This design comes from an exercise in tuning for small area and a short achievable clock period on the open sky130 flow, not from production work.
Function was not checked in any run shown here: the RTL went through the layout flow alone.
Power figures rest on the tool's default switching activity, not on a simulated workload.

==> design.v <==
module PID(
input clk, rst_n,
input pwr_up,
input logic [17:0] integrator_in,
output logic signed [17:0] integrator,
output logic [7:0] ss_tmr
);
logic [10:0] pre;
logic [7:0] ss_inc;
logic [8:0] sc;
wire pre_fb = ~(pre[10] ^ pre[8]) ^ (&pre[9:0]);
wire pre_wrap = pre[10] && !(|pre[9:0]);
always_comb begin
  sc[0] = pre_wrap & !(&ss_tmr);
  for (int k = 0; k < 8; k++) begin
    ss_inc[k] = ss_tmr[k] ^ sc[k];
    sc[k+1] = sc[k] & ss_tmr[k];
  end
end
always_ff @(posedge clk, negedge rst_n) begin
  if (!rst_n)
    integrator <= 18'h00000;
  else
    integrator <= integrator_in;
end
always_ff @(posedge clk, negedge rst_n) begin
  if (!rst_n) begin
    pre <= 11'h000;
    ss_tmr <= 8'h00;
  end else if (!pwr_up) begin
    pre <= 11'h000;
    ss_tmr <= 8'h00;
  end else begin
    pre <= {pre[9:0], pre_fb};
    ss_tmr <= ss_inc;
  end
end
endmodule
module SegwayMath(
input vld, pwr_up, rider_off,
input logic signed [15:0] ptch,
input logic signed [15:0] ptch_rt,
input logic [11:0] steer_pot,
input logic en_steer,
input logic signed [17:0] integrator,
input logic [7:0] ss_tmr,
output logic [17:0] integrator_in,
output logic signed [11:0] lft_spd,
output logic signed [11:0] rght_spd,
output logic too_fast
);
wire e_pos = !ptch[15] && |ptch[14:9];
wire e_neg = ptch[15] && !(&ptch[14:9]);
wire [9:0] e = e_pos ? 10'h1FF : e_neg ? 10'h200 : ptch[9:0];
wire [17:0] isum;
wire ov = (integrator[17] == e[9]) && (isum[17] != integrator[17]);
assign integrator_in = rider_off ? 18'h00000 : (vld && !ov) ? isum : integrator;
wire i_pos = !integrator[17] && |integrator[16:15];
wire i_neg = integrator[17] && !(&integrator[16:15]);
wire [14:0] I_term = i_pos ? 15'h3FFF : i_neg ? 15'h4000 : integrator[15:1];
wire [9:0] r = ptch_rt[15:6];
wire pot_hi = (&steer_pot[11:9]) && (|steer_pot[8:0]);
wire pot_lo = !(|steer_pot[11:9]);
wire [11:0] lim = pot_hi ? 12'hE00 : pot_lo ? 12'h200 : steer_pot;
wire [9:0] st3;
wire [9:0] st = en_steer ? st3 : 10'h000;
wire [15:0] PID_sum;
wire pos_sat = !PID_sum[15] && |PID_sum[14:11];
wire neg_sat = PID_sum[15] && !(&PID_sum[14:11]);
wire [11:0] X = pos_sat ? 12'h7FF : neg_sat ? 12'h800 : PID_sum[11:0];
wire [12:0] lt, rt;
wire [8:0] lap, lam, rap, ram;
wire l_hi, l_pos, l_sm, l_lo, l_fast, r_hi, r_pos, r_sm, r_lo, r_fast;
wire n1 = integrator[0] ^ e[0];
wire n2 = integrator[0] & e[0];
wire n3 = integrator[1] ^ e[1] ^ n2;
wire n4 = (integrator[1] & e[1]) | (integrator[1] & n2) | (e[1] & n2);
wire n5 = integrator[2] ^ e[2] ^ n4;
wire n6 = (integrator[2] & e[2]) | (integrator[2] & n4) | (e[2] & n4);
wire n7 = integrator[3] ^ e[3] ^ n6;
wire n8 = (integrator[3] & e[3]) | (integrator[3] & n6) | (e[3] & n6);
wire n9 = integrator[4] ^ e[4] ^ n8;
wire n10 = (integrator[4] & e[4]) | (integrator[4] & n8) | (e[4] & n8);
wire n11 = integrator[5] ^ e[5] ^ n10;
wire n12 = (integrator[5] & e[5]) | (integrator[5] & n10) | (e[5] & n10);
wire n13 = integrator[6] ^ e[6] ^ n12;
wire n14 = (integrator[6] & e[6]) | (integrator[6] & n12) | (e[6] & n12);
wire n15 = integrator[7] ^ e[7] ^ n14;
wire n16 = (integrator[7] & e[7]) | (integrator[7] & n14) | (e[7] & n14);
wire n17 = integrator[8] ^ e[8] ^ n16;
wire n18 = (integrator[8] & e[8]) | (integrator[8] & n16) | (e[8] & n16);
wire n19 = integrator[9] ^ e[9] ^ n18;
wire n20 = (integrator[9] & e[9]) | (integrator[9] & n18) | (e[9] & n18);
wire n21 = integrator[10] ^ e[9] ^ n20;
wire n22 = (integrator[10] & e[9]) | (integrator[10] & n20) | (e[9] & n20);
wire n23 = integrator[11] ^ e[9] ^ n22;
wire n24 = (integrator[11] & e[9]) | (integrator[11] & n22) | (e[9] & n22);
wire n25 = integrator[12] ^ e[9] ^ n24;
wire n26 = (integrator[12] & e[9]) | (integrator[12] & n24) | (e[9] & n24);
wire n27 = integrator[13] ^ e[9] ^ n26;
wire n28 = (integrator[13] & e[9]) | (integrator[13] & n26) | (e[9] & n26);
wire n29 = integrator[14] ^ e[9] ^ n28;
wire n30 = (integrator[14] & e[9]) | (integrator[14] & n28) | (e[9] & n28);
wire n31 = integrator[15] ^ e[9] ^ n30;
wire n32 = (integrator[15] & e[9]) | (integrator[15] & n30) | (e[9] & n30);
wire n33 = integrator[16] ^ e[9] ^ n32;
wire n34 = (integrator[16] & e[9]) | (integrator[16] & n32) | (e[9] & n32);
wire n35 = integrator[17] ^ e[9] ^ n34;
wire n36 = (integrator[17] & e[9]) | (integrator[17] & n34) | (e[9] & n34);
wire n37 = I_term[0] ^ e[0];
wire n38 = I_term[0] | e[0];
wire n39 = I_term[1] ^ e[1] ^ n38;
wire n40 = (I_term[1] & e[1]) | (I_term[1] & n38) | (e[1] & n38);
wire n41 = ~r[2];
wire n42 = I_term[2] ^ n41 ^ e[2];
wire n43 = (I_term[2] & n41) | (I_term[2] & e[2]) | (n41 & e[2]);
wire n44 = I_term[3] ^ e[3] ^ e[0];
wire n45 = (I_term[3] & e[3]) | (I_term[3] & e[0]) | (e[3] & e[0]);
wire n46 = ~r[3];
wire n47 = n46 ^ n43 ^ n44;
wire n48 = (n46 & n43) | (n46 & n44) | (n43 & n44);
wire n49 = I_term[4] ^ e[4] ^ e[1];
wire n50 = (I_term[4] & e[4]) | (I_term[4] & e[1]) | (e[4] & e[1]);
wire n51 = ~r[4];
wire n52 = n51 ^ n45 ^ n49;
wire n53 = (n51 & n45) | (n51 & n49) | (n45 & n49);
wire n54 = I_term[5] ^ e[5] ^ e[2];
wire n55 = (I_term[5] & e[5]) | (I_term[5] & e[2]) | (e[5] & e[2]);
wire n56 = ~r[5];
wire n57 = n56 ^ n50 ^ n54;
wire n58 = (n56 & n50) | (n56 & n54) | (n50 & n54);
wire n59 = I_term[6] ^ e[6] ^ e[3];
wire n60 = (I_term[6] & e[6]) | (I_term[6] & e[3]) | (e[6] & e[3]);
wire n61 = ~r[6];
wire n62 = n61 ^ n55 ^ n59;
wire n63 = (n61 & n55) | (n61 & n59) | (n55 & n59);
wire n64 = I_term[7] ^ e[7] ^ e[4];
wire n65 = (I_term[7] & e[7]) | (I_term[7] & e[4]) | (e[7] & e[4]);
wire n66 = ~r[7];
wire n67 = n66 ^ n60 ^ n64;
wire n68 = (n66 & n60) | (n66 & n64) | (n60 & n64);
wire n69 = I_term[8] ^ e[8] ^ e[5];
wire n70 = (I_term[8] & e[8]) | (I_term[8] & e[5]) | (e[8] & e[5]);
wire n71 = ~r[8];
wire n72 = n71 ^ n65 ^ n69;
wire n73 = (n71 & n65) | (n71 & n69) | (n65 & n69);
wire n74 = I_term[9] ^ r[9] ^ e[6];
wire n75 = (I_term[9] & r[9]) | (I_term[9] & e[6]) | (r[9] & e[6]);
wire n76 = ~e[9];
wire n77 = n76 ^ n70 ^ n74;
wire n78 = (n76 & n70) | (n76 & n74) | (n70 & n74);
wire n79 = I_term[10] ^ e[7];
wire n80 = I_term[10] | e[7];
wire n81 = ~n79;
wire n82 = n81 ^ n75 ^ n78;
wire n83 = (n81 & n75) | (n81 & n78) | (n75 & n78);
wire n84 = I_term[11] ^ e[8];
wire n85 = I_term[11] | e[8];
wire n86 = ~n84;
wire n87 = n80 ^ n86 ^ n83;
wire n88 = (n80 & n86) | (n80 & n83) | (n86 & n83);
wire n89 = ~e[9];
wire n90 = I_term[12] ^ n89 ^ n85;
wire n91 = (I_term[12] & n89) | (I_term[12] & n85) | (n89 & n85);
wire n92 = I_term[13] ^ n91;
wire n93 = I_term[13] | n91;
wire n94 = r[0] ^ n37;
wire n95 = ~r[0] & ~n37;
wire n96 = r[1] ^ n39;
wire n97 = ~r[1] & n39;
wire n98 = n40 ^ n42;
wire n99 = n40 & n42;
wire n100 = n48 ^ n52;
wire n101 = n48 & n52;
wire n102 = n53 ^ n57;
wire n103 = n53 & n57;
wire n104 = n58 ^ n62;
wire n105 = n58 & n62;
wire n106 = n63 ^ n67;
wire n107 = n63 & n67;
wire n108 = n68 ^ n72;
wire n109 = n68 & n72;
wire n110 = n73 ^ n77;
wire n111 = n73 & n77;
wire n112 = n88 ^ n90;
wire n113 = n88 & n90;
wire n114 = I_term[14] ^ n93;
wire n115 = ~I_term[14] & n93;
wire n116 = n98 & n97;
wire n117 = n99 | n116;
wire n118 = n98 & ~n96;
wire n119 = n100 & n47;
wire n120 = n104 & n103;
wire n121 = n105 | n120;
wire n122 = n104 & n102;
wire n123 = n108 & n107;
wire n124 = n109 | n123;
wire n125 = n108 & n106;
wire n126 = n82 & n111;
wire n127 = n82 & n110;
wire n128 = n112 & n87;
wire n129 = ~n114 & ~n92;
wire n130 = ~n96 & n95;
wire n131 = n97 | n130;
wire n132 = n118 & n95;
wire n133 = n117 | n132;
wire n134 = n102 & n101;
wire n135 = n103 | n134;
wire n136 = n102 & n119;
wire n137 = n122 & n101;
wire n138 = n121 | n137;
wire n139 = n122 & n119;
wire n140 = n110 & n124;
wire n141 = n111 | n140;
wire n142 = n110 & n125;
wire n143 = n127 & n124;
wire n144 = n126 | n143;
wire n145 = n127 & n125;
wire n146 = ~n92 & n113;
wire n147 = ~n92 & n128;
wire n148 = n129 & n113;
wire n149 = n115 | n148;
wire n150 = n129 & n128;
wire n151 = n47 & n133;
wire n152 = n119 & n133;
wire n153 = n101 | n152;
wire n154 = n136 & n133;
wire n155 = n135 | n154;
wire n156 = n139 & n133;
wire n157 = n138 | n156;
wire n158 = n87 & n144;
wire n159 = n87 & n145;
wire n160 = n128 & n144;
wire n161 = n113 | n160;
wire n162 = n128 & n145;
wire n163 = n147 & n144;
wire n164 = n146 | n163;
wire n165 = n147 & n145;
wire n166 = n150 & n144;
wire n167 = n149 | n166;
wire n168 = n150 & n145;
wire n169 = n106 & n157;
wire n170 = n107 | n169;
wire n171 = n125 & n157;
wire n172 = n124 | n171;
wire n173 = n142 & n157;
wire n174 = n141 | n173;
wire n175 = n145 & n157;
wire n176 = n144 | n175;
wire n177 = n159 & n157;
wire n178 = n158 | n177;
wire n179 = n162 & n157;
wire n180 = n161 | n179;
wire n181 = n165 & n157;
wire n182 = n164 | n181;
wire n183 = n168 & n157;
wire n184 = n167 | n183;
wire n185 = n96 ^ n95;
wire n186 = n98 ^ n131;
wire n187 = n47 ^ n133;
wire n188 = n100 ^ n151;
wire n189 = n102 ^ n153;
wire n190 = n104 ^ n155;
wire n191 = n106 ^ n157;
wire n192 = n108 ^ n170;
wire n193 = n110 ^ n172;
wire n194 = n82 ^ n174;
wire n195 = n87 ^ n176;
wire n196 = n112 ^ n178;
wire n197 = n92 ^ n180;
wire n198 = n114 ^ n182;
wire n199 = ~(ss_tmr[0] & X[0]);
wire n200 = ~(ss_tmr[0] & X[1]);
wire n201 = ~(ss_tmr[0] & X[2]);
wire n202 = ~(ss_tmr[0] & X[3]);
wire n203 = ~(ss_tmr[0] & X[4]);
wire n204 = ~(ss_tmr[0] & X[5]);
wire n205 = ~(ss_tmr[0] & X[6]);
wire n206 = ~(ss_tmr[0] & X[7]);
wire n207 = ~(ss_tmr[0] & X[8]);
wire n208 = ~(ss_tmr[0] & X[9]);
wire n209 = ~(ss_tmr[0] & X[10]);
wire n210 = ~(ss_tmr[0] & X[11]);
wire n211 = ~(ss_tmr[1] & X[0]);
wire n212 = ~(ss_tmr[1] & X[1]);
wire n213 = ~(ss_tmr[1] & X[2]);
wire n214 = ~(ss_tmr[1] & X[3]);
wire n215 = ~(ss_tmr[1] & X[4]);
wire n216 = ~(ss_tmr[1] & X[5]);
wire n217 = ~(ss_tmr[1] & X[6]);
wire n218 = ~(ss_tmr[1] & X[7]);
wire n219 = ~(ss_tmr[1] & X[8]);
wire n220 = ~(ss_tmr[1] & X[9]);
wire n221 = ~(ss_tmr[1] & X[10]);
wire n222 = ~(ss_tmr[1] & X[11]);
wire n223 = ~(ss_tmr[2] & X[0]);
wire n224 = ~(ss_tmr[2] & X[1]);
wire n225 = ~(ss_tmr[2] & X[2]);
wire n226 = ~(ss_tmr[2] & X[3]);
wire n227 = ~(ss_tmr[2] & X[4]);
wire n228 = ~(ss_tmr[2] & X[5]);
wire n229 = ~(ss_tmr[2] & X[6]);
wire n230 = ~(ss_tmr[2] & X[7]);
wire n231 = ~(ss_tmr[2] & X[8]);
wire n232 = ~(ss_tmr[2] & X[9]);
wire n233 = ~(ss_tmr[2] & X[10]);
wire n234 = ~(ss_tmr[2] & X[11]);
wire n235 = ~(ss_tmr[3] & X[0]);
wire n236 = ~(ss_tmr[3] & X[1]);
wire n237 = ~(ss_tmr[3] & X[2]);
wire n238 = ~(ss_tmr[3] & X[3]);
wire n239 = ~(ss_tmr[3] & X[4]);
wire n240 = ~(ss_tmr[3] & X[5]);
wire n241 = ~(ss_tmr[3] & X[6]);
wire n242 = ~(ss_tmr[3] & X[7]);
wire n243 = ~(ss_tmr[3] & X[8]);
wire n244 = ~(ss_tmr[3] & X[9]);
wire n245 = ~(ss_tmr[3] & X[10]);
wire n246 = ~(ss_tmr[3] & X[11]);
wire n247 = ~(ss_tmr[4] & X[0]);
wire n248 = ~(ss_tmr[4] & X[1]);
wire n249 = ~(ss_tmr[4] & X[2]);
wire n250 = ~(ss_tmr[4] & X[3]);
wire n251 = ~(ss_tmr[4] & X[4]);
wire n252 = ~(ss_tmr[4] & X[5]);
wire n253 = ~(ss_tmr[4] & X[6]);
wire n254 = ~(ss_tmr[4] & X[7]);
wire n255 = ~(ss_tmr[4] & X[8]);
wire n256 = ~(ss_tmr[4] & X[9]);
wire n257 = ~(ss_tmr[4] & X[10]);
wire n258 = ~(ss_tmr[4] & X[11]);
wire n259 = ~(ss_tmr[5] & X[0]);
wire n260 = ~(ss_tmr[5] & X[1]);
wire n261 = ~(ss_tmr[5] & X[2]);
wire n262 = ~(ss_tmr[5] & X[3]);
wire n263 = ~(ss_tmr[5] & X[4]);
wire n264 = ~(ss_tmr[5] & X[5]);
wire n265 = ~(ss_tmr[5] & X[6]);
wire n266 = ~(ss_tmr[5] & X[7]);
wire n267 = ~(ss_tmr[5] & X[8]);
wire n268 = ~(ss_tmr[5] & X[9]);
wire n269 = ~(ss_tmr[5] & X[10]);
wire n270 = ~(ss_tmr[5] & X[11]);
wire n271 = ~(ss_tmr[6] & X[0]);
wire n272 = ~(ss_tmr[6] & X[1]);
wire n273 = ~(ss_tmr[6] & X[2]);
wire n274 = ~(ss_tmr[6] & X[3]);
wire n275 = ~(ss_tmr[6] & X[4]);
wire n276 = ~(ss_tmr[6] & X[5]);
wire n277 = ~(ss_tmr[6] & X[6]);
wire n278 = ~(ss_tmr[6] & X[7]);
wire n279 = ~(ss_tmr[6] & X[8]);
wire n280 = ~(ss_tmr[6] & X[9]);
wire n281 = ~(ss_tmr[6] & X[10]);
wire n282 = ~(ss_tmr[6] & X[11]);
wire n283 = ~(ss_tmr[7] & X[0]);
wire n284 = ~(ss_tmr[7] & X[1]);
wire n285 = ~(ss_tmr[7] & X[2]);
wire n286 = ~(ss_tmr[7] & X[3]);
wire n287 = ~(ss_tmr[7] & X[4]);
wire n288 = ~(ss_tmr[7] & X[5]);
wire n289 = ~(ss_tmr[7] & X[6]);
wire n290 = ~(ss_tmr[7] & X[7]);
wire n291 = ~(ss_tmr[7] & X[8]);
wire n292 = ~(ss_tmr[7] & X[9]);
wire n293 = ~(ss_tmr[7] & X[10]);
wire n294 = ~(ss_tmr[7] & X[11]);
wire n295 = n201 ^ n212 ^ n223;
wire n296 = (n201 & n212) | (n201 & n223) | (n212 & n223);
wire n297 = n202 ^ n213 ^ n224;
wire n298 = (n202 & n213) | (n202 & n224) | (n213 & n224);
wire n299 = n235 ^ n296 ^ n297;
wire n300 = (n235 & n296) | (n235 & n297) | (n296 & n297);
wire n301 = n203 ^ n214 ^ n225;
wire n302 = (n203 & n214) | (n203 & n225) | (n214 & n225);
wire n303 = n236 ^ n247 ^ n298;
wire n304 = (n236 & n247) | (n236 & n298) | (n247 & n298);
wire n305 = n301 ^ n300 ^ n303;
wire n306 = (n301 & n300) | (n301 & n303) | (n300 & n303);
wire n307 = n204 ^ n215 ^ n226;
wire n308 = (n204 & n215) | (n204 & n226) | (n215 & n226);
wire n309 = n237 ^ n248 ^ n259;
wire n310 = (n237 & n248) | (n237 & n259) | (n248 & n259);
wire n311 = n302 ^ n307 ^ n309;
wire n312 = (n302 & n307) | (n302 & n309) | (n307 & n309);
wire n313 = n304 ^ n311 ^ n306;
wire n314 = (n304 & n311) | (n304 & n306) | (n311 & n306);
wire n315 = n205 ^ n216 ^ n227;
wire n316 = (n205 & n216) | (n205 & n227) | (n216 & n227);
wire n317 = n238 ^ n249 ^ n260;
wire n318 = (n238 & n249) | (n238 & n260) | (n249 & n260);
wire n319 = n271 ^ n308 ^ n310;
wire n320 = (n271 & n308) | (n271 & n310) | (n308 & n310);
wire n321 = n315 ^ n317 ^ n312;
wire n322 = (n315 & n317) | (n315 & n312) | (n317 & n312);
wire n323 = n319 ^ n321 ^ n314;
wire n324 = (n319 & n321) | (n319 & n314) | (n321 & n314);
wire n325 = n206 ^ n217 ^ n228;
wire n326 = (n206 & n217) | (n206 & n228) | (n217 & n228);
wire n327 = n239 ^ n250 ^ n261;
wire n328 = (n239 & n250) | (n239 & n261) | (n250 & n261);
wire n329 = n272 ^ n283 ^ n316;
wire n330 = (n272 & n283) | (n272 & n316) | (n283 & n316);
wire n331 = n318 ^ n325 ^ n327;
wire n332 = (n318 & n325) | (n318 & n327) | (n325 & n327);
wire n333 = n320 ^ n329 ^ n331;
wire n334 = (n320 & n329) | (n320 & n331) | (n329 & n331);
wire n335 = n322 ^ n333 ^ n324;
wire n336 = (n322 & n333) | (n322 & n324) | (n333 & n324);
wire n337 = n200 ^ n211;
wire n338 = ~n200 & ~n211;
wire n339 = ~n295 & n338;
wire n340 = ~n295 & n337;
wire n341 = ~n305 & ~n299;
wire n342 = ~n323 & ~n313;
wire n343 = n342 & n341;
wire n344 = n343 & n339;
wire n345 = ~n335 & n344;
wire n346 = n207 ^ n218 ^ n229;
wire n347 = (n207 & n218) | (n207 & n229) | (n218 & n229);
wire n348 = n240 ^ n251 ^ n262;
wire n349 = (n240 & n251) | (n240 & n262) | (n251 & n262);
wire n350 = n273 ^ n284 ^ n326;
wire n351 = (n273 & n284) | (n273 & n326) | (n284 & n326);
wire n352 = n328 ^ n346 ^ n348;
wire n353 = (n328 & n346) | (n328 & n348) | (n346 & n348);
wire n354 = n330 ^ n332 ^ n350;
wire n355 = (n330 & n332) | (n330 & n350) | (n332 & n350);
wire n356 = n352 ^ n334 ^ n354;
wire n357 = (n352 & n334) | (n352 & n354) | (n334 & n354);
wire n358 = n208 ^ n219 ^ n230;
wire n359 = (n208 & n219) | (n208 & n230) | (n219 & n230);
wire n360 = n241 ^ n252 ^ n263;
wire n361 = (n241 & n252) | (n241 & n263) | (n252 & n263);
wire n362 = n274 ^ n285 ^ n347;
wire n363 = (n274 & n285) | (n274 & n347) | (n285 & n347);
wire n364 = n349 ^ n358 ^ n360;
wire n365 = (n349 & n358) | (n349 & n360) | (n358 & n360);
wire n366 = n351 ^ n353 ^ n362;
wire n367 = (n351 & n353) | (n351 & n362) | (n353 & n362);
wire n368 = n364 ^ n355 ^ n366;
wire n369 = (n364 & n355) | (n364 & n366) | (n355 & n366);
wire n370 = n209 ^ n220 ^ n231;
wire n371 = (n209 & n220) | (n209 & n231) | (n220 & n231);
wire n372 = n242 ^ n253 ^ n264;
wire n373 = (n242 & n253) | (n242 & n264) | (n253 & n264);
wire n374 = n275 ^ n286 ^ n359;
wire n375 = (n275 & n286) | (n275 & n359) | (n286 & n359);
wire n376 = n361 ^ n370 ^ n372;
wire n377 = (n361 & n370) | (n361 & n372) | (n370 & n372);
wire n378 = n363 ^ n365 ^ n374;
wire n379 = (n363 & n365) | (n363 & n374) | (n365 & n374);
wire n380 = n376 ^ n367 ^ n378;
wire n381 = (n376 & n367) | (n376 & n378) | (n367 & n378);
wire n382 = n210 ^ n221;
wire n383 = n210 | ~n221;
wire n384 = n232 ^ n243 ^ n254;
wire n385 = (n232 & n243) | (n232 & n254) | (n243 & n254);
wire n386 = n265 ^ n276 ^ n287;
wire n387 = (n265 & n276) | (n265 & n287) | (n276 & n287);
wire n388 = ~n382;
wire n389 = n388 ^ n371 ^ n373;
wire n390 = (n388 & n371) | (n388 & n373) | (n371 & n373);
wire n391 = n384 ^ n386 ^ n375;
wire n392 = (n384 & n386) | (n384 & n375) | (n386 & n375);
wire n393 = n377 ^ n389 ^ n379;
wire n394 = (n377 & n389) | (n377 & n379) | (n389 & n379);
wire n395 = n391 ^ n381 ^ n393;
wire n396 = (n391 & n381) | (n391 & n393) | (n381 & n393);
wire n397 = ~n222;
wire n398 = n397 ^ n233 ^ n244;
wire n399 = (n397 & n233) | (n397 & n244) | (n233 & n244);
wire n400 = n255 ^ n266 ^ n277;
wire n401 = (n255 & n266) | (n255 & n277) | (n266 & n277);
wire n402 = n288 ^ n385 ^ n387;
wire n403 = (n288 & n385) | (n288 & n387) | (n385 & n387);
wire n404 = ~n383;
wire n405 = n404 ^ n400 ^ n398;
wire n406 = (n404 & n400) | (n404 & n398) | (n400 & n398);
wire n407 = n390 ^ n402 ^ n405;
wire n408 = (n390 & n402) | (n390 & n405) | (n402 & n405);
wire n409 = n392 ^ n407 ^ n394;
wire n410 = (n392 & n407) | (n392 & n394) | (n407 & n394);
wire n411 = ~n234;
wire n412 = n411 ^ n245 ^ n256;
wire n413 = (n411 & n245) | (n411 & n256) | (n245 & n256);
wire n414 = n267 ^ n278 ^ n289;
wire n415 = (n267 & n278) | (n267 & n289) | (n278 & n289);
wire n416 = n401 ^ n414 ^ n399;
wire n417 = (n401 & n414) | (n401 & n399) | (n414 & n399);
wire n418 = n412 ^ n403 ^ n406;
wire n419 = (n412 & n403) | (n412 & n406) | (n403 & n406);
wire n420 = n416 ^ n408 ^ n418;
wire n421 = (n416 & n408) | (n416 & n418) | (n408 & n418);
wire n422 = ~n246;
wire n423 = n422 ^ n257 ^ n268;
wire n424 = (n422 & n257) | (n422 & n268) | (n257 & n268);
wire n425 = n279 ^ n290 ^ n415;
wire n426 = (n279 & n290) | (n279 & n415) | (n290 & n415);
wire n427 = n413 ^ n423 ^ n425;
wire n428 = (n413 & n423) | (n413 & n425) | (n423 & n425);
wire n429 = n417 ^ n427 ^ n419;
wire n430 = (n417 & n427) | (n417 & n419) | (n427 & n419);
wire n431 = ~n258;
wire n432 = n431 ^ n269 ^ n280;
wire n433 = (n431 & n269) | (n431 & n280) | (n269 & n280);
wire n434 = n291 ^ n424 ^ n432;
wire n435 = (n291 & n424) | (n291 & n432) | (n424 & n432);
wire n436 = n426 ^ n434 ^ n428;
wire n437 = (n426 & n434) | (n426 & n428) | (n434 & n428);
wire n438 = ~n270;
wire n439 = n438 ^ n281 ^ n292;
wire n440 = (n438 & n281) | (n438 & n292) | (n281 & n292);
wire n441 = n433 ^ n439 ^ n435;
wire n442 = (n433 & n439) | (n433 & n435) | (n439 & n435);
wire n443 = ~n282;
wire n444 = n443 ^ n293 ^ n440;
wire n445 = (n443 & n293) | (n443 & n440) | (n293 & n440);
wire n446 = lim[1] & lim[0];
wire n447 = lim[2] & n446;
wire n448 = lim[3] & n447;
wire n449 = lim[4] & n448;
wire n450 = lim[5] & n449;
wire n451 = lim[6] & n450;
wire n452 = lim[7] & n451;
wire n453 = lim[8] & n452;
wire n454 = lim[9] & n453;
wire n455 = lim[10] & n454;
wire n456 = lim[11] & n455;
wire n457 = lim[1] ^ lim[0];
wire n458 = lim[2] ^ n446;
wire n459 = lim[3] ^ n447;
wire n460 = lim[4] ^ n448;
wire n461 = lim[5] ^ n449;
wire n462 = lim[6] ^ n450;
wire n463 = lim[7] ^ n451;
wire n464 = lim[8] ^ n452;
wire n465 = lim[9] ^ n453;
wire n466 = lim[10] ^ n454;
wire n467 = lim[11] ^ n455;
wire n468 = n459 ^ n460;
wire n469 = n459 & n460;
wire n470 = n460 ^ n461;
wire n471 = n460 & n461;
wire n472 = n461 ^ n462;
wire n473 = n461 & n462;
wire n474 = n462 ^ n463;
wire n475 = n462 & n463;
wire n476 = n463 ^ n464;
wire n477 = n463 & n464;
wire n478 = n464 ^ n465;
wire n479 = n464 & n465;
wire n480 = n465 ^ n466;
wire n481 = n465 & n466;
wire n482 = n466 ^ n467;
wire n483 = n466 & ~n467;
wire n484 = n467 ^ n467;
wire n485 = ~n467 & ~n467;
wire n486 = n467 ^ n467;
wire n487 = ~n467 & ~n467;
wire n488 = n470 & n469;
wire n489 = n471 | n488;
wire n490 = n472 & n489;
wire n491 = n473 | n490;
wire n492 = n474 & n491;
wire n493 = n475 | n492;
wire n494 = n476 & n493;
wire n495 = n477 | n494;
wire n496 = n478 & n495;
wire n497 = n479 | n496;
wire n498 = n480 & n497;
wire n499 = n481 | n498;
wire n500 = ~n482 & n499;
wire n501 = n483 | n500;
wire n502 = n484 & n501;
wire n503 = n485 | n502;
wire n504 = n486 & n503;
wire n505 = n487 | n504;
wire n506 = n470 ^ n469;
wire n507 = n472 ^ n489;
wire n508 = n474 ^ n491;
wire n509 = n476 ^ n493;
wire n510 = n478 ^ n495;
wire n511 = n480 ^ n497;
wire n512 = n482 ^ n499;
wire n513 = n484 ^ n501;
wire n514 = n486 ^ n503;
wire n515 = ~st[0];
wire n516 = n515 ^ n356 ^ n336;
wire n517 = (n515 & n356) | (n515 & n336) | (n356 & n336);
wire n518 = ~st[1];
wire n519 = n518 ^ n357 ^ n368;
wire n520 = (n518 & n357) | (n518 & n368) | (n357 & n368);
wire n521 = ~st[2];
wire n522 = n521 ^ n369 ^ n380;
wire n523 = (n521 & n369) | (n521 & n380) | (n369 & n380);
wire n524 = ~st[3];
wire n525 = n524 ^ n395 ^ n523;
wire n526 = (n524 & n395) | (n524 & n523) | (n395 & n523);
wire n527 = ~st[4];
wire n528 = n527 ^ n396 ^ n409;
wire n529 = (n527 & n396) | (n527 & n409) | (n396 & n409);
wire n530 = ~st[5];
wire n531 = n530 ^ n420 ^ n410;
wire n532 = (n530 & n420) | (n530 & n410) | (n420 & n410);
wire n533 = ~st[6];
wire n534 = n533 ^ n421 ^ n429;
wire n535 = (n533 & n421) | (n533 & n429) | (n421 & n429);
wire n536 = ~st[7];
wire n537 = n536 ^ n436 ^ n430;
wire n538 = (n536 & n436) | (n536 & n430) | (n436 & n430);
wire n539 = ~st[8];
wire n540 = n539 ^ n441 ^ n437;
wire n541 = (n539 & n441) | (n539 & n437) | (n441 & n437);
wire n542 = st[9] ^ n444;
wire n543 = ~st[9] | ~n444;
wire n544 = n542 ^ n442 ^ n541;
wire n545 = (n542 & n442) | (n542 & n541) | (n442 & n541);
wire n546 = n294 ^ n543;
wire n547 = n294 | n543;
wire n548 = n445 ^ n546 ^ n545;
wire n549 = (n445 & n546) | (n445 & n545) | (n546 & n545);
wire n550 = n345 ^ n516;
wire n551 = n345 & ~n516;
wire n552 = n517 ^ n519;
wire n553 = ~n517 & ~n519;
wire n554 = n520 ^ n522;
wire n555 = ~n520 & ~n522;
wire n556 = n526 ^ n528;
wire n557 = ~n526 & ~n528;
wire n558 = n529 ^ n531;
wire n559 = ~n529 & ~n531;
wire n560 = n532 ^ n534;
wire n561 = ~n532 & ~n534;
wire n562 = n535 ^ n537;
wire n563 = ~n535 & ~n537;
wire n564 = n538 ^ n540;
wire n565 = ~n538 & ~n540;
wire n566 = n547 ^ n549;
wire n567 = n547 & ~n549;
wire n568 = n552 & n551;
wire n569 = n553 | n568;
wire n570 = n554 & n569;
wire n571 = n555 | n570;
wire n572 = ~n525 & n571;
wire n573 = n556 & n572;
wire n574 = n557 | n573;
wire n575 = n558 & n574;
wire n576 = n559 | n575;
wire n577 = n560 & n576;
wire n578 = n561 | n577;
wire n579 = n562 & n578;
wire n580 = n563 | n579;
wire n581 = n564 & n580;
wire n582 = n565 | n581;
wire n583 = ~n544 & n582;
wire n584 = ~n548 & n583;
wire n585 = ~n566 & n584;
wire n586 = n567 | n585;
wire n587 = n552 ^ n551;
wire n588 = n554 ^ n569;
wire n589 = n525 ^ n571;
wire n590 = n556 ^ n572;
wire n591 = n558 ^ n574;
wire n592 = n560 ^ n576;
wire n593 = n562 ^ n578;
wire n594 = n564 ^ n580;
wire n595 = n544 ^ n582;
wire n596 = n548 ^ n583;
wire n597 = n566 ^ n584;
wire n598 = lt[4] & lt[3];
wire n599 = ~lt[5] & n598;
wire n600 = lt[5] | n599;
wire n601 = lt[6] & n600;
wire n602 = ~lt[7] & n601;
wire n603 = lt[7] | n602;
wire n604 = lt[8] & n603;
wire n605 = lt[9] & n604;
wire n606 = lt[10] & n605;
wire n607 = lt[11] & n606;
wire n608 = lt[4] ^ lt[3];
wire n609 = lt[5] ^ n598;
wire n610 = lt[6] ^ n600;
wire n611 = lt[7] ^ n601;
wire n612 = lt[8] ^ n603;
wire n613 = lt[9] ^ n604;
wire n614 = lt[10] ^ n605;
wire n615 = lt[11] ^ n606;
wire n616 = ~lt[4] & lt[3];
wire n617 = lt[4] | n616;
wire n618 = lt[5] & n617;
wire n619 = ~lt[6] & n618;
wire n620 = lt[6] | n619;
wire n621 = lt[7] & n620;
wire n622 = ~lt[8] & n621;
wire n623 = lt[8] | n622;
wire n624 = ~lt[9] & n623;
wire n625 = lt[9] | n624;
wire n626 = ~lt[10] & n625;
wire n627 = lt[10] | n626;
wire n628 = ~lt[11] & n627;
wire n629 = lt[11] | n628;
wire n630 = lt[4] ^ lt[3];
wire n631 = lt[5] ^ n617;
wire n632 = lt[6] ^ n618;
wire n633 = lt[7] ^ n620;
wire n634 = lt[8] ^ n621;
wire n635 = lt[9] ^ n623;
wire n636 = lt[10] ^ n625;
wire n637 = lt[11] ^ n627;
wire n638 = (lt[9] & (lt[8] & (lt[7] | (lt[6] & (lt[5] | (lt[4] & lt[3]))))));
wire n639 = (lt[6] | (lt[5] & (lt[4] | (lt[3] & (lt[2] | (lt[1] & lt[0]))))));
wire n640 = (lt[7] & (lt[6] & (lt[5] | (lt[4] & (lt[3] | (lt[2] & lt[1]))))));
wire n641 = (lt[9] | (lt[8] | (lt[7] & (lt[6] | (lt[5] & (lt[4] | lt[3]))))));
wire n642 = (lt[6] & (lt[5] | (lt[4] & (lt[3] & (lt[2] | (lt[1] | lt[0]))))));
wire n643 = st[0] ^ n356;
wire n644 = ~st[0] | ~n356;
wire n645 = ~n345;
wire n646 = n643 ^ n336 ^ n645;
wire n647 = (n643 & n336) | (n643 & n645) | (n336 & n645);
wire n648 = st[1] ^ n357 ^ n368;
wire n649 = (st[1] & n357) | (st[1] & n368) | (n357 & n368);
wire n650 = ~n644;
wire n651 = n650 ^ n648 ^ n647;
wire n652 = (n650 & n648) | (n650 & n647) | (n648 & n647);
wire n653 = st[2] ^ n369 ^ n380;
wire n654 = (st[2] & n369) | (st[2] & n380) | (n369 & n380);
wire n655 = n649 ^ n653 ^ n652;
wire n656 = (n649 & n653) | (n649 & n652) | (n653 & n652);
wire n657 = st[3] ^ n395 ^ n654;
wire n658 = (st[3] & n395) | (st[3] & n654) | (n395 & n654);
wire n659 = st[4] ^ n396 ^ n409;
wire n660 = (st[4] & n396) | (st[4] & n409) | (n396 & n409);
wire n661 = st[5] ^ n420 ^ n410;
wire n662 = (st[5] & n420) | (st[5] & n410) | (n420 & n410);
wire n663 = st[6] ^ n421 ^ n429;
wire n664 = (st[6] & n421) | (st[6] & n429) | (n421 & n429);
wire n665 = st[7] ^ n436 ^ n430;
wire n666 = (st[7] & n436) | (st[7] & n430) | (n436 & n430);
wire n667 = st[8] ^ n441 ^ n437;
wire n668 = (st[8] & n441) | (st[8] & n437) | (n441 & n437);
wire n669 = st[9] ^ n444;
wire n670 = st[9] | ~n444;
wire n671 = ~n669;
wire n672 = n671 ^ n442 ^ n668;
wire n673 = (n671 & n442) | (n671 & n668) | (n442 & n668);
wire n674 = n294 ^ n670;
wire n675 = n294 | n670;
wire n676 = n445 ^ n674 ^ n673;
wire n677 = (n445 & n674) | (n445 & n673) | (n674 & n673);
wire n678 = n656 ^ n657;
wire n679 = ~n656 & ~n657;
wire n680 = n658 ^ n659;
wire n681 = ~n658 & ~n659;
wire n682 = n660 ^ n661;
wire n683 = ~n660 & ~n661;
wire n684 = n662 ^ n663;
wire n685 = ~n662 & ~n663;
wire n686 = n664 ^ n665;
wire n687 = ~n664 & ~n665;
wire n688 = n666 ^ n667;
wire n689 = ~n666 & ~n667;
wire n690 = n675 ^ n677;
wire n691 = n675 & ~n677;
wire n692 = n680 & n679;
wire n693 = n681 | n692;
wire n694 = n682 & n693;
wire n695 = n683 | n694;
wire n696 = n684 & n695;
wire n697 = n685 | n696;
wire n698 = n686 & n697;
wire n699 = n687 | n698;
wire n700 = n688 & n699;
wire n701 = n689 | n700;
wire n702 = ~n672 & n701;
wire n703 = ~n676 & n702;
wire n704 = ~n690 & n703;
wire n705 = n691 | n704;
wire n706 = n680 ^ n679;
wire n707 = n682 ^ n693;
wire n708 = n684 ^ n695;
wire n709 = n686 ^ n697;
wire n710 = n688 ^ n699;
wire n711 = n672 ^ n701;
wire n712 = n676 ^ n702;
wire n713 = n690 ^ n703;
wire n714 = rt[4] & rt[3];
wire n715 = ~rt[5] & n714;
wire n716 = rt[5] | n715;
wire n717 = rt[6] & n716;
wire n718 = ~rt[7] & n717;
wire n719 = rt[7] | n718;
wire n720 = rt[8] & n719;
wire n721 = rt[9] & n720;
wire n722 = rt[10] & n721;
wire n723 = rt[11] & n722;
wire n724 = rt[4] ^ rt[3];
wire n725 = rt[5] ^ n714;
wire n726 = rt[6] ^ n716;
wire n727 = rt[7] ^ n717;
wire n728 = rt[8] ^ n719;
wire n729 = rt[9] ^ n720;
wire n730 = rt[10] ^ n721;
wire n731 = rt[11] ^ n722;
wire n732 = ~rt[4] & rt[3];
wire n733 = rt[4] | n732;
wire n734 = rt[5] & n733;
wire n735 = ~rt[6] & n734;
wire n736 = rt[6] | n735;
wire n737 = rt[7] & n736;
wire n738 = ~rt[8] & n737;
wire n739 = rt[8] | n738;
wire n740 = ~rt[9] & n739;
wire n741 = rt[9] | n740;
wire n742 = ~rt[10] & n741;
wire n743 = rt[10] | n742;
wire n744 = ~rt[11] & n743;
wire n745 = rt[11] | n744;
wire n746 = rt[4] ^ rt[3];
wire n747 = rt[5] ^ n733;
wire n748 = rt[6] ^ n734;
wire n749 = rt[7] ^ n736;
wire n750 = rt[8] ^ n737;
wire n751 = rt[9] ^ n739;
wire n752 = rt[10] ^ n741;
wire n753 = rt[11] ^ n743;
wire n754 = (rt[9] & (rt[8] & (rt[7] | (rt[6] & (rt[5] | (rt[4] & rt[3]))))));
wire n755 = (rt[6] | (rt[5] & (rt[4] | (rt[3] & (rt[2] | (rt[1] & rt[0]))))));
wire n756 = (rt[7] & (rt[6] & (rt[5] | (rt[4] & (rt[3] | (rt[2] & rt[1]))))));
wire n757 = (rt[9] | (rt[8] | (rt[7] & (rt[6] | (rt[5] & (rt[4] | rt[3]))))));
wire n758 = (rt[6] & (rt[5] | (rt[4] & (rt[3] & (rt[2] | (rt[1] | rt[0]))))));
assign isum[0] = n1;
assign isum[1] = n3;
assign isum[2] = n5;
assign isum[3] = n7;
assign isum[4] = n9;
assign isum[5] = n11;
assign isum[6] = n13;
assign isum[7] = n15;
assign isum[8] = n17;
assign isum[9] = n19;
assign isum[10] = n21;
assign isum[11] = n23;
assign isum[12] = n25;
assign isum[13] = n27;
assign isum[14] = n29;
assign isum[15] = n31;
assign isum[16] = n33;
assign isum[17] = n35;
assign PID_sum[0] = n94;
assign PID_sum[1] = ~n185;
assign PID_sum[2] = n186;
assign PID_sum[3] = n187;
assign PID_sum[4] = n188;
assign PID_sum[5] = n189;
assign PID_sum[6] = n190;
assign PID_sum[7] = n191;
assign PID_sum[8] = n192;
assign PID_sum[9] = n193;
assign PID_sum[10] = n194;
assign PID_sum[11] = n195;
assign PID_sum[12] = n196;
assign PID_sum[13] = ~n197;
assign PID_sum[14] = ~n198;
assign PID_sum[15] = ~n184;
assign st3[0] = n468;
assign st3[1] = n506;
assign st3[2] = n507;
assign st3[3] = n508;
assign st3[4] = n509;
assign st3[5] = n510;
assign st3[6] = n511;
assign st3[7] = ~n512;
assign st3[8] = n513;
assign st3[9] = n514;
assign lt[0] = ~n550;
assign lt[1] = n587;
assign lt[2] = n588;
assign lt[3] = ~n589;
assign lt[4] = n590;
assign lt[5] = n591;
assign lt[6] = n592;
assign lt[7] = n593;
assign lt[8] = n594;
assign lt[9] = ~n595;
assign lt[10] = ~n596;
assign lt[11] = ~n597;
assign lt[12] = ~n586;
assign lap[0] = ~lt[3];
assign lam[0] = ~lt[3];
assign lap[1] = n608;
assign lam[1] = ~n630;
assign lap[2] = ~n609;
assign lam[2] = n631;
assign lap[3] = n610;
assign lam[3] = ~n632;
assign lap[4] = ~n611;
assign lam[4] = n633;
assign lap[5] = n612;
assign lam[5] = ~n634;
assign lap[6] = n613;
assign lam[6] = ~n635;
assign lap[7] = n614;
assign lam[7] = ~n636;
assign lap[8] = n615;
assign lam[8] = ~n637;
assign l_hi = (lt[11] | (lt[10] & n638));
assign l_pos = (lt[11] | (lt[10] | (lt[9] | (lt[8] | (lt[7] | n639)))));
assign l_sm = (lt[11] & (lt[10] & (lt[9] & (lt[8] & n640))));
assign l_lo = (lt[11] & (lt[10] | n641));
assign l_fast = (lt[11] | (lt[10] & (lt[9] | (lt[8] & (lt[7] | n642)))));
assign rt[0] = ~n646;
assign rt[1] = ~n651;
assign rt[2] = ~n655;
assign rt[3] = n678;
assign rt[4] = n706;
assign rt[5] = n707;
assign rt[6] = n708;
assign rt[7] = n709;
assign rt[8] = n710;
assign rt[9] = ~n711;
assign rt[10] = ~n712;
assign rt[11] = ~n713;
assign rt[12] = ~n705;
assign rap[0] = ~rt[3];
assign ram[0] = ~rt[3];
assign rap[1] = n724;
assign ram[1] = ~n746;
assign rap[2] = ~n725;
assign ram[2] = n747;
assign rap[3] = n726;
assign ram[3] = ~n748;
assign rap[4] = ~n727;
assign ram[4] = n749;
assign rap[5] = n728;
assign ram[5] = ~n750;
assign rap[6] = n729;
assign ram[6] = ~n751;
assign rap[7] = n730;
assign ram[7] = ~n752;
assign rap[8] = n731;
assign ram[8] = ~n753;
assign r_hi = (rt[11] | (rt[10] & n754));
assign r_pos = (rt[11] | (rt[10] | (rt[9] | (rt[8] | (rt[7] | n755)))));
assign r_sm = (rt[11] & (rt[10] & (rt[9] & (rt[8] & n756))));
assign r_lo = (rt[11] & (rt[10] | n757));
assign r_fast = (rt[11] | (rt[10] & (rt[9] | (rt[8] & (rt[7] | n758)))));
wire [11:0] l_y = !lt[12] ? (l_hi ? 12'h7FF : l_pos ? {lap, lt[2:0]} : {lt[9:0], 2'b00})
                          : (l_sm ? {lt[9:0], 2'b00} : l_lo ? {lam, lt[2:0]} : 12'h800);
wire [11:0] r_y = !rt[12] ? (r_hi ? 12'h7FF : r_pos ? {rap, rt[2:0]} : {rt[9:0], 2'b00})
                          : (r_sm ? {rt[9:0], 2'b00} : r_lo ? {ram, rt[2:0]} : 12'h800);
assign lft_spd = pwr_up ? l_y : 12'h000;
assign rght_spd = pwr_up ? r_y : 12'h000;
assign too_fast = pwr_up && ((!lt[12] && l_fast) || (!rt[12] && r_fast));
endmodule
module balance_cntrl
# (parameter fast_sim=1)
(
input clk, rst_n,
input vld, pwr_up, rider_off,
input logic signed [15:0] ptch,
input logic signed [15:0] ptch_rt,
input logic [11:0] steer_pot,
input logic en_steer,
output logic signed [11:0] lft_spd,
output logic signed [11:0] rght_spd,
output logic too_fast
);
logic signed [17:0] integrator;
logic [17:0] integrator_in;
logic [7:0] ss_tmr;
PID PID_balance (.clk(clk), .rst_n(rst_n), .pwr_up(pwr_up), .integrator_in(integrator_in),
                 .integrator(integrator), .ss_tmr(ss_tmr));
SegwayMath SegwayMath_balance (.vld(vld), .pwr_up(pwr_up), .rider_off(rider_off), .ptch(ptch),
                 .ptch_rt(ptch_rt), .steer_pot(steer_pot), .en_steer(en_steer),
                 .integrator(integrator), .ss_tmr(ss_tmr), .integrator_in(integrator_in),
                 .lft_spd(lft_spd), .rght_spd(rght_spd), .too_fast(too_fast));
endmodule
==> flow/run.sh <==
#!/bin/bash
# Layout flow: the standard synthesis, then an inverter clean-up around the
# full-adder cells (polarity.py) and a re-map of the remaining gates
# (remap.tcl, ABC area script), then the standard layout steps with plain
# buf_1 port buffers and a setup-repair target of MARGIN ns.
set -euo pipefail
MARGIN=8
R=orfs/results/sky130hd/balance_cntrl/base
bash standard.sh  synth > 1_standard_synth.log 2>&1
cp $R/1_2_yosys.v std_1_2_yosys.v
python3 flow/polarity.py std_1_2_yosys.v pol.v > 2_polarity.log 2>&1
export REMAP_IN=pol.v REMAP_OUT=remap.v
export REMAP_LIB=$FLOW_HOME/platforms/sky130hd/lib/sky130_fd_sc_hd__tt_025C_1v80.lib
export REMAP_ABC_SCRIPT=flow/abc.script
export REMAP_DONT_USE="$(sed -n '/DONT_USE_CELLS += /,/^$/p' $FLOW_HOME/platforms/sky130hd/config.mk | grep -o 'sky130_fd_sc_hd__[a-z0-9_]*' | tr '\n' ' ')"
yosys -c flow/remap.tcl > 3_remap.log 2>&1
cp remap.v $R/1_2_yosys.v
rm -f $R/1_synth.odb $R/1_synth.sdc
ARGS=( "BUFFER_PORTS_ARGS=-buffer_cell sky130_fd_sc_hd__buf_1")
if [ "$MARGIN" != "none" ]; then
  ARGS+=("SETUP_SLACK_MARGIN=$MARGIN")
fi
bash standard.sh "${ARGS[@]}" finish > 4_standard_finish.log 2>&1
==> flow/abc.script <==
strash
dc2
dch -f
map -a
strash
dch -f
map -a
topo
buffer -c
upsize -c
dnsize -c
==> flow/polarity.py <==
#!/usr/bin/env python3
"""Inverter clean-up around full adders in a flat sky130 gate netlist.

A full adder is self-dual: FA(~a, ~b, ~c) = (~sum, ~cout).  Each fa cell may
therefore run in inverted polarity.  This pass picks a polarity per fa cell
that needs the fewest inverters, removes the design's free inverters and adds
back one inverter per net whose complement some pin still needs.
Usage: polarity.py in.v out.v"""
import re, sys, collections

src = open(sys.argv[1]).read()
INV = re.compile(r'sky130_fd_sc_hd__(inv|clkinv)_\d+$')
FA = re.compile(r'sky130_fd_sc_hd__fa_\d+$')
OUTP = {'X', 'Y', 'Q', 'Q_N', 'SUM', 'COUT', 'HI', 'LO'}

m = re.search(r'\bmodule\s+(\w+)\s*\((.*?)\);(.*)\bendmodule', src, re.S)
top, portlist, body = m.group(1), m.group(2), m.group(3)
stmts = [s.strip() for s in body.split(';')]
cells = []      # [typ, name, {pin: net}]
other = []      # non-cell statements, kept verbatim
cre = re.compile(r'^(sky130_fd_sc_hd__\w+)\s+(\S+)\s*\((.*)\)$', re.S)
for s in stmts:
    if not s:
        continue
    mm = cre.match(s)
    if mm:
        pins = {p: n.strip() for p, n in re.findall(r'\.(\w+)\(([^()]*)\)', mm.group(3))}
        cells.append([mm.group(1), mm.group(2), pins])
    else:
        other.append(s)

# nets used by non-cell statements (assigns, ports) stay fixed
fixed_nets = set()
for s in other:
    if s.startswith('assign'):
        for tok in re.findall(r'\\\S+|[A-Za-z_][\w$]*(?:\[\d+\])?', s[len('assign'):]):
            fixed_nets.add(tok)
ports = set()
for s in other:
    mm = re.match(r'^(input|output|inout)\s*(\[(\d+):(\d+)\])?\s*(.*)$', s, re.S)
    if mm:
        names = [x.strip() for x in mm.group(5).split(',')]
        for n in names:
            if mm.group(2):
                a, b = int(mm.group(3)), int(mm.group(4))
                for i in range(min(a, b), max(a, b) + 1):
                    ports.add('%s[%d]' % (n, i))
            ports.add(n)
fixed_nets |= ports

driver = {}
for c in cells:
    for p, n in c[2].items():
        if p in OUTP:
            driver[n] = c

def is_free_inv(c):
    return INV.match(c[0]) and c[2]['Y'] not in fixed_nets

def root(n):
    par = 0
    seen = 0
    while n in driver and is_free_inv(driver[n]) and seen < 100:
        n = driver[n][2]['A']
        par ^= 1
        seen += 1
    return n, par

fas = [c for c in cells if FA.match(c[0])]
fa_idx = {c[1]: i for i, c in enumerate(fas)}
out_of = {}    # net -> fa index (physical driver)
for i, c in enumerate(fas):
    out_of[c[2]['SUM']] = i
    out_of[c[2]['COUT']] = i

# consumers: (cell, pin, root, parity, fa_index or None)
cons = []
for c in cells:
    if is_free_inv(c):
        continue
    for p, n in c[2].items():
        if p in OUTP:
            continue
        r, k = root(n)
        cons.append((c, p, r, k, fa_idx.get(c[1]) if FA.match(c[0]) else None))

f = [0] * len(fas)
def need(ci):
    c, p, r, k, w = cons[ci]
    ph = f[out_of[r]] if r in out_of else 0
    return k ^ ph ^ (f[w] if w is not None else 0)

by_root = collections.defaultdict(list)
for i, cc in enumerate(cons):
    by_root[cc[2]].append(i)
touch = collections.defaultdict(set)
for i, cc in enumerate(cons):
    if cc[4] is not None:
        touch[cc[4]].add(cc[2])
for i, c in enumerate(fas):
    touch[i].add(c[2]['SUM'])
    touch[i].add(c[2]['COUT'])

def cost_root(r):
    return 1 if any(need(i) for i in by_root[r]) else 0

def total():
    return sum(cost_root(r) for r in by_root)

before = total()
improved = True
it = 0
while improved and it < 50:
    improved = False
    it += 1
    for i in range(len(fas)):
        rs = touch[i]
        c0 = sum(cost_root(r) for r in rs)
        f[i] ^= 1
        c1 = sum(cost_root(r) for r in rs)
        if c1 < c0:
            improved = True
        else:
            f[i] ^= 1
after = total()

# rebuild
new_cells = [c for c in cells if not is_free_inv(c)]
old_inv = len(cells) - len(new_cells)
inv_net = {}
extra = []
wires = []
k = 0
for i, cc in enumerate(cons):
    c, p, r, par, w = cc
    if need(i):
        if r not in inv_net:
            k += 1
            nn = 'polinv_%d' % k
            inv_net[r] = nn
            wires.append(nn)
            extra.append(['sky130_fd_sc_hd__inv_1', 'polinv_cell_%d' % k, {'A': r, 'Y': nn}])
        c[2][p] = inv_net[r]
    else:
        c[2][p] = r

def emit(c):
    pins = ',\n'.join('    .%s(%s)' % (p, n + (' ' if n.startswith('\\') else '')) for p, n in c[2].items())
    return '  %s %s (\n%s\n  );' % (c[0], c[1], pins)

out = ['module %s(%s);' % (top, portlist)]
for s in other:
    out.append('  ' + s + ' ;')
for w_ in wires:
    out.append('  wire %s;' % w_)
for c in new_cells + extra:
    out.append(emit(c))
out.append('endmodule')
head = src[:m.start()]
open(sys.argv[2], 'w').write(head + '\n'.join(out) + '\n')
sys.stderr.write('polarity: %d fa cells, %d flipped, inverters %d -> %d (cost %d -> %d)\n'
                 % (len(fas), sum(f), old_inv, len(extra), before, after))
==> flow/remap.tcl <==
# Re-map the random logic around the kept adder cells and flip-flops.
# env: REMAP_IN, REMAP_OUT, REMAP_LIB, REMAP_ABC_SCRIPT, REMAP_DONT_USE
yosys -import
set L $::env(REMAP_LIB)
read_liberty -ignore_miss_func -ignore_buses $L
read_verilog -defer $::env(REMAP_IN)
hierarchy -top balance_cntrl
foreach c {fa_1 fa_2 fa_4 dfrtp_1 dfrtp_2 dfrtp_4 dfxtp_1 conb_1} {
  catch { blackbox sky130_fd_sc_hd__$c }
}
flatten
opt_clean -purge
techmap
opt -fast
set dont_use {}
foreach c $::env(REMAP_DONT_USE) { lappend dont_use -dont_use $c }
abc -script $::env(REMAP_ABC_SCRIPT) -liberty $L {*}$dont_use
opt_clean -purge

stat -liberty $L
write_verilog -noattr -noexpr -nohex -nodec -selected $::env(REMAP_OUT)
==> standard.sh <==
#!/bin/bash
# synth_recipe.tcl (not shown) runs the flow's synth.tcl, then flattens the netlist and writes it again
# the make line also repeats each setting of config.mk as NAME=value (left out here)
make -C /OpenROAD-flow-scripts/flow DESIGN_CONFIG=/design/flow/config.mk WORK_HOME=/design/flow/orfs CLKGATE_MAP_FILE= SYNTH_SCRIPT=/design/flow/synth_recipe.tcl "${@:-finish}"
==> config.mk <==
export PLATFORM = sky130hd
export DESIGN_NAME = balance_cntrl
export DESIGN_NICKNAME = balance_cntrl
export VERILOG_FILES = /design/flow/design.v
export SDC_FILE = /design/flow/constraint.sdc
export NUM_CORES = 4
export LEC_CHECK = 0
export ABC_AREA = 1
export CAP_MARGIN = 20
export CORE_MARGIN = 2
export CORE_UTILIZATION = 65
export SLEW_MARGIN = 20
==> constraint.sdc <==
create_clock -name core_clock -period 35.0 [get_ports {clk}]
set_input_delay 7.0000 -clock core_clock [delete_from_list [all_inputs] [get_ports {clk}]]
set_output_delay 7.0000 -clock core_clock [all_outputs]
set_load 0.01 [all_outputs]
==> run summary, run 1 <==
status=finished clean; r2r worst-path depth=28; antenna violations before repair=0; Metal-1 WL=7260 um; first-pass GRT wire length=29900 um; root buf cell=clkbuf_16; CP top delay family=adder cells; FF-to-FF End=PID_balance.integrator[4]; total congestion overflow=0; HPWL Detailed=14300 um; CTS tree=done; Power Density=54.7 nW/um2; Met3 Wirelength=688 um; largest net degree at the start of global routing=38; vias in the first global route=6785; Hold Crit Start=PID_balance.pre[9]; area grow syn2layout=13.1%; Starting Density=65.9%; setup TNS=0 ns; Synth Instances=958; number of port buffers=68; CP required=28.00 ns; Post-route DRC=0; H-tree levels=2; drt first pass iters=5; Max Clock Freq=37.8 MHz; TritonCTS Buffers=5; # fillers=904; Slew @ Worst Pin=1.06 ns; Placement Cell Area=7840 um2; vias per cell=5.61; Detail Route met2 WL=9270 um; reg-to-reg slack, setup=26.65 ns; leakage power=0.00339 uW; Power, Total=459 uW; core area=11300 um2; Max Cap Viol=0; CP max stage delay=0.55 ns; number of antenna-violating nets in the routed design=0; RD Place Congestion=0.942; Setup Viol. Count Final=0; Final Cycle Share=75.5%; Std-Cell Rows=39; RSZ-0062 raised after global routing=false; Tmin final=26.42 ns; Die Width=111 um; Arr. time, crit path=19.42 ns; non-filler cells, final=1195; Total GRT Usage=29.8%; Die ar.=12300 um2; Design Area, Final=8400 um2; CP dominant cell by count=fa_1; worst min-delay path class=reg2reg; Avg Cell Area, Syn=7.75 um2; top sig layer=met4; CP max FO=8; Worst setup SP type=primary input; Worst-Skew Late Latency=0.28 ns; Yosys warnings=1; clock skew=0.00660 ns; Worst Hold End=PID_balance.pre[10]; Buf+Inv Stages, Crit Path=16; CTS max path bufs=2; routed len/inst=15.1 um; maximum VDD drop=0.0576 mV; Mapped Nets=1152; RR Startpoint=PID_balance.integrator[0]; Max transition margin=29.1%; CP endpoint kind=primary output; WL final=18000 um; final hold violations=0; clk sink count=37; Setup Crit Path Kind=in2out; Total Nets Final=1245; Post-Syn Area=7430 um2; Crit-path slowest cell=fa_1; hold depth=2; ratio of cells with drive above 1 in the final layout=10.8%; I/O pin count=75; Slew Viols, Final=0; CTS clk-pin slew, worst paths=0.06 ns; Diodes inserted=0; Post-Place Cells=1164; initial DRC count=510; fin util=74.5%; via count=6705; Die Span Y=111 um
-- state kept, by name, indices dropped and copies added (netlist names) --
| name | cells |
|---|---|
| PID_balance.pre | 11 |
| PID_balance.integrator | 18 |
| PID_balance.ss_tmr | 8 |
-- worst reg2reg max path: cells and delay by family, from the launching register on --
family / cells / cell delay, ns
DFF: 1 / 0.35
buffers and inverters: 5 / 0.79
and+or+nand+nor: 4 / 0.73
adders and majority gates: 14 / 5.35
AOI/OAI and AO/OA: 5 / 1.02
-- report_power, final --
part           internal [uW]  leakage [uW]  switching [uW]  total [uW]
clock                   41.1     0.0000944            18.7        59.7
combinational            121       0.00279             230         351
sequential              46.4      0.000502            2.40        48.8
total                    208       0.00339             251         459
-- what timing repair did --
action | CTS | global route
pin swaps | 0 | 17
hold buffers | 0 | 0
setup buffers | 0 | 23
setup endpoints to repair | 22 | 23
gates resized for setup | 8 | 44
-- routing by layer --
metal | track usage (%) | vias to the layer above
met5 | 0 | -
met4 | 11.2 | 0
met3 | 2.73 | 57
met2 | 54.0 | 239
met1 | 37.4 | 3230
li1 | - | 3179
-- layout by cell type, fill, tap and decap left out, types with 9 or more instances in the layout --
| cell | instances |
|---|---|
| inv_1 | 188 |
| nor2_1 | 150 |
| fa_1 | 139 |
| nand2_1 | 136 |
| buf_1 | 65 |
| a21oi_1 | 44 |
| o21ai_0 | 43 |
| dfrtp_1 | 37 |
| nor3_1 | 29 |
| buf_4 | 22 |
| nand3_1 | 20 |
| inv_2 | 17 |
| o22ai_1 | 13 |
| nor2_2 | 11 |
| xor2_1 | 9 |
-- metrics by stage --
step | hold slack (ns) | worst slack (ns)
detailed placement | 0.477 | 7.58
global route | 0.519 | 7.91
floorplan | 0.450 | 9.25
CTS | 0.490 | 8.04
finish | 0.499 | 8.58
global placement | 0.472 | 7.74
-- how the worst max path moves through the flow --
stage,from,end,slack [ns],cells past startpoint
finish,ptch[12],lft_spd[6],8.58,63
global route,ptch[9],lft_spd[5],7.91,66
CTS,ptch[9],rght_spd[2],8.04,62
detailed placement,ptch[11],lft_spd[6],7.58,62
global placement,ptch[9],rght_spd[2],7.74,62
floorplan,ptch[10],lft_spd[2],9.25,60
-- area by class of cell --
type,count,area (um2),area share (%)
clock inverters,3,68.8,0.819
clock buffers,5,125,1.49
well taps,143,179,2.13
repair buffers,91,435,5.18
flip-flops and latches,37,926,11.0
multi-input cells,705,5870,69.9
inverters,211,797,9.49
==> run 2: changes to the inputs <==
--- a/flow/run.sh
+++ b/flow/run.sh
@@ -4,7 +4,7 @@
 # (remap.tcl, ABC area script), then the standard layout steps with plain
 # buf_1 port buffers and a setup-repair target of MARGIN ns.
 set -euo pipefail
-MARGIN=8
+MARGIN=6
 R=orfs/results/sky130hd/balance_cntrl/base
 bash standard.sh  synth > 1_standard_synth.log 2>&1
 cp $R/1_2_yosys.v std_1_2_yosys.v
==> run 2 against run 1 <==
  * Global-route usage decreased by 0.14 points
  * Register-to-register slack gained 0.21 ns
  * Utilization fell by 3.2 points
  * Critical path type unchanged
  * Largest power group unchanged
==> run summary, run 2 <==
most flop-heavy register=PID_balance.integrator; clock skew=0.00428 ns (-0.00231 ns); Diodes inserted=0 (unchanged); CP max FO=9 (+1); Max Cap Viol=0 (unchanged); largest net degree at the start of global routing=38 (unchanged); Worst setup SP type=primary input; Resize count post-CTS=0 (-8); root buf cell=clkbuf_16; CTS clk-pin slew, worst paths=0.06 ns (about the same); Power Density=53.5 nW/um2 (-2.2%); first-pass GRT wire length=29800 um (-0.46%); drt first pass iters=5 (unchanged); H-tree levels=2 (unchanged); initial DRC count=409 (-20%); fin util=71.3% (-3.2 points); Total GRT Usage=29.7% (-0.14 points); routed len/inst=14.4 um (-4.1%); CP required=28.00 ns (about the same); leading cell type in the layout, fill and taps excluded=inv_1; clk sink count=37 (unchanged); antenna violations before repair=0 (unchanged); Die Span Y=111 um (unchanged); Die ar.=12300 um2 (unchanged); final hold violations=0 (unchanged); Slew Viols, Final=0 (unchanged); Synth Instances=958 (unchanged); Max transition margin=30.5% (+1.4 points); Total Nets Final=1222 (-1.8%); setup TNS=0 ns (unchanged); vias in the first global route=6756 (-0.43%); Tmin final=27.46 ns (+1.04 ns); HPWL Detailed=14300 um (unchanged); Slew @ Worst Pin=1.04 ns (-0.0209 ns); CTS max path bufs=2 (unchanged); most frequent cells in the layout=inv_1 (191), nor2_1 (157), fa_1 (144), nand2_1 (137), buf_1 (67); I/O pin count=75 (unchanged); CP dominant cell by count=fa_1; RSZ-0062 raised after global routing=false; Die Width=111 um (unchanged); status=finished clean; Max Clock Freq=36.4 MHz (-3.8%); worst min-delay path class=reg2reg; number of port buffers=68 (unchanged); Post-route DRC=0 (unchanged); Crit-path slowest cell=fa_1; area grow syn2layout=8.22%; RD Place Congestion=0.942 (unchanged); CP max stage delay=0.65 ns (+0.10 ns); Starting Density=65.9% (unchanged); Post-Syn Area=7430 um2 (unchanged); post-CTS setup repair buffer count=0 (unchanged); # fillers=970 (+7.3%); Mapped Nets=1152 (unchanged); via count=6541 (-2.4%); maximum VDD drop=0.0558 mV (-3.1%); leakage power=0.00324 uW (-4.4%); Hold Buf Count CTS=0 (unchanged); Worst-Skew Late Latency=0.28 ns (about the same); Setup Crit Path Kind=in2out; core area=11300 um2 (unchanged); Arr. time, crit path=20.46 ns (+1.04 ns); Final Cycle Share=78.5% (+3.0 points); Setup Viol. Count Final=0 (unchanged); vias per cell=5.58 (-0.53%); total congestion overflow=0 (unchanged); Avg Cell Area, Syn=7.75 um2 (unchanged); WL final=16900 um (-6.0%); CP endpoint kind=primary output; number of antenna-violating nets in the routed design=0 (unchanged); Yosys warnings=1 (unchanged); CTS tree=done; max reg flops=18 (unchanged); TritonCTS Buffers=5 (unchanged); top flop regs=PID_balance.integrator (18), PID_balance.pre (11), PID_balance.ss_tmr (8); ratio of cells with drive above 1 in the final layout=5.93% (-4.9 points); Std-Cell Rows=39 (unchanged)
## run 2: area by class of cell
cell class	instances	area (um2)	share of cell area, %
Clock inverter	3	68.8	0.856
Clock buffer	5	125	1.56
Multi-Input combinational cell	705	5690	70.8
Inverter	211	795	9.88
Timing Repair Buffer	68	256	3.19
Tap cell	143	179	2.23
Sequential cell	37	926	11.5
## run 2: stage by stage
stage | total power, uW | setup slack, ns | cells | hold WS, ns | instance area, um2
finish | 430 | 7.54 | 1172 | 0.496 | 8040
floorplan | 299 | 9.25 | 958 | 0.450 | 7430
global placement | 364 | 7.74 | 1164 | 0.472 | 7840
detailed placement | 369 | 7.58 | 1164 | 0.477 | 7840
global route | 474 | 6.55 | 1172 | 0.516 | 8040
CTS | 431 | 7.53 | 1172 | 0.490 | 8040
## run 2: worst paths after layout
check / startpoint / end / slack, ns / cells past startpoint
max: ptch[11] / lft_spd[6] / 7.54 / 62
min: PID_balance.integrator[8] / PID_balance.integrator[8] / 0.50 / 1
max reg2reg: PID_balance.integrator[0] / PID_balance.integrator[15] / 26.86 / 27
min reg2reg: PID_balance.integrator[8] / PID_balance.integrator[8] / 0.50 / 1
max in group asynchronous: rst_n / PID_balance.integrator[13] / 27.54 / 1
min in group asynchronous: rst_n / PID_balance.pre[10] / 6.86 / 1
## run 2: routing by layer
| layer | wire [um] | GRT usage [%] |
|---|---|---|
| met5 | 0 | 0 |
| met1 | 6790 | 37.3 |
| met2 | 8700 | 53.7 |
| met4 | 597 | 11.0 |
| met3 | 845 | 2.73 |
## run 2: power breakdown
part	switching (uW)	internal [uW]
Clock	18.3	41.1
Combinational	218	104
Sequential	2.14	46.4
## run 2: worst max-delay path, delay by kind of cell
kind                     cells  cell delay, ns
AO/OA/AOI/OAI                9            1.81
XOR/XNOR                     1            0.20
AND/OR/NAND/NOR             20            2.59
buffers and inverters       15            1.35
adder cells (fa/ha/maj)     17            7.52

port drivers added, routing unchanged:
The results above use ideal ports. As a check the final layouts listed here were re-extracted and re-timed, cells and wires unchanged.
Step 1 sets driving cells, clkbuf_16 on the clock port and buf_2 on the other inputs (assumed; they add their load-dependent delay and slew).
Step 2 also shifts input and output timing later by t, the mid clock arrival at the registers, as if the neighbouring blocks saw the same clock.
Three values: no drivers, after step 1, after step 2; two values: the first two.
| run | t, ns | setup WS [ns] | latest minus earliest clock arrival (ns) | slew at the worst register clock pin (ns) |
|---|---|---|---|---|
| run 1 | 0.316 | 8.576 / 8.555 / 8.555 | 0.007 / 0.007 | 0.06 / 0.06 |
| run 2 | 0.314 | 7.538 / 7.514 / 7.514 | 0.004 / 0.004 | 0.06 / 0.06 |
After both steps every run listed still meets setup and hold. The setup slack of run 2, which loses most, moves by -0.024 ns with the drivers and by -0.024 ns with both steps.
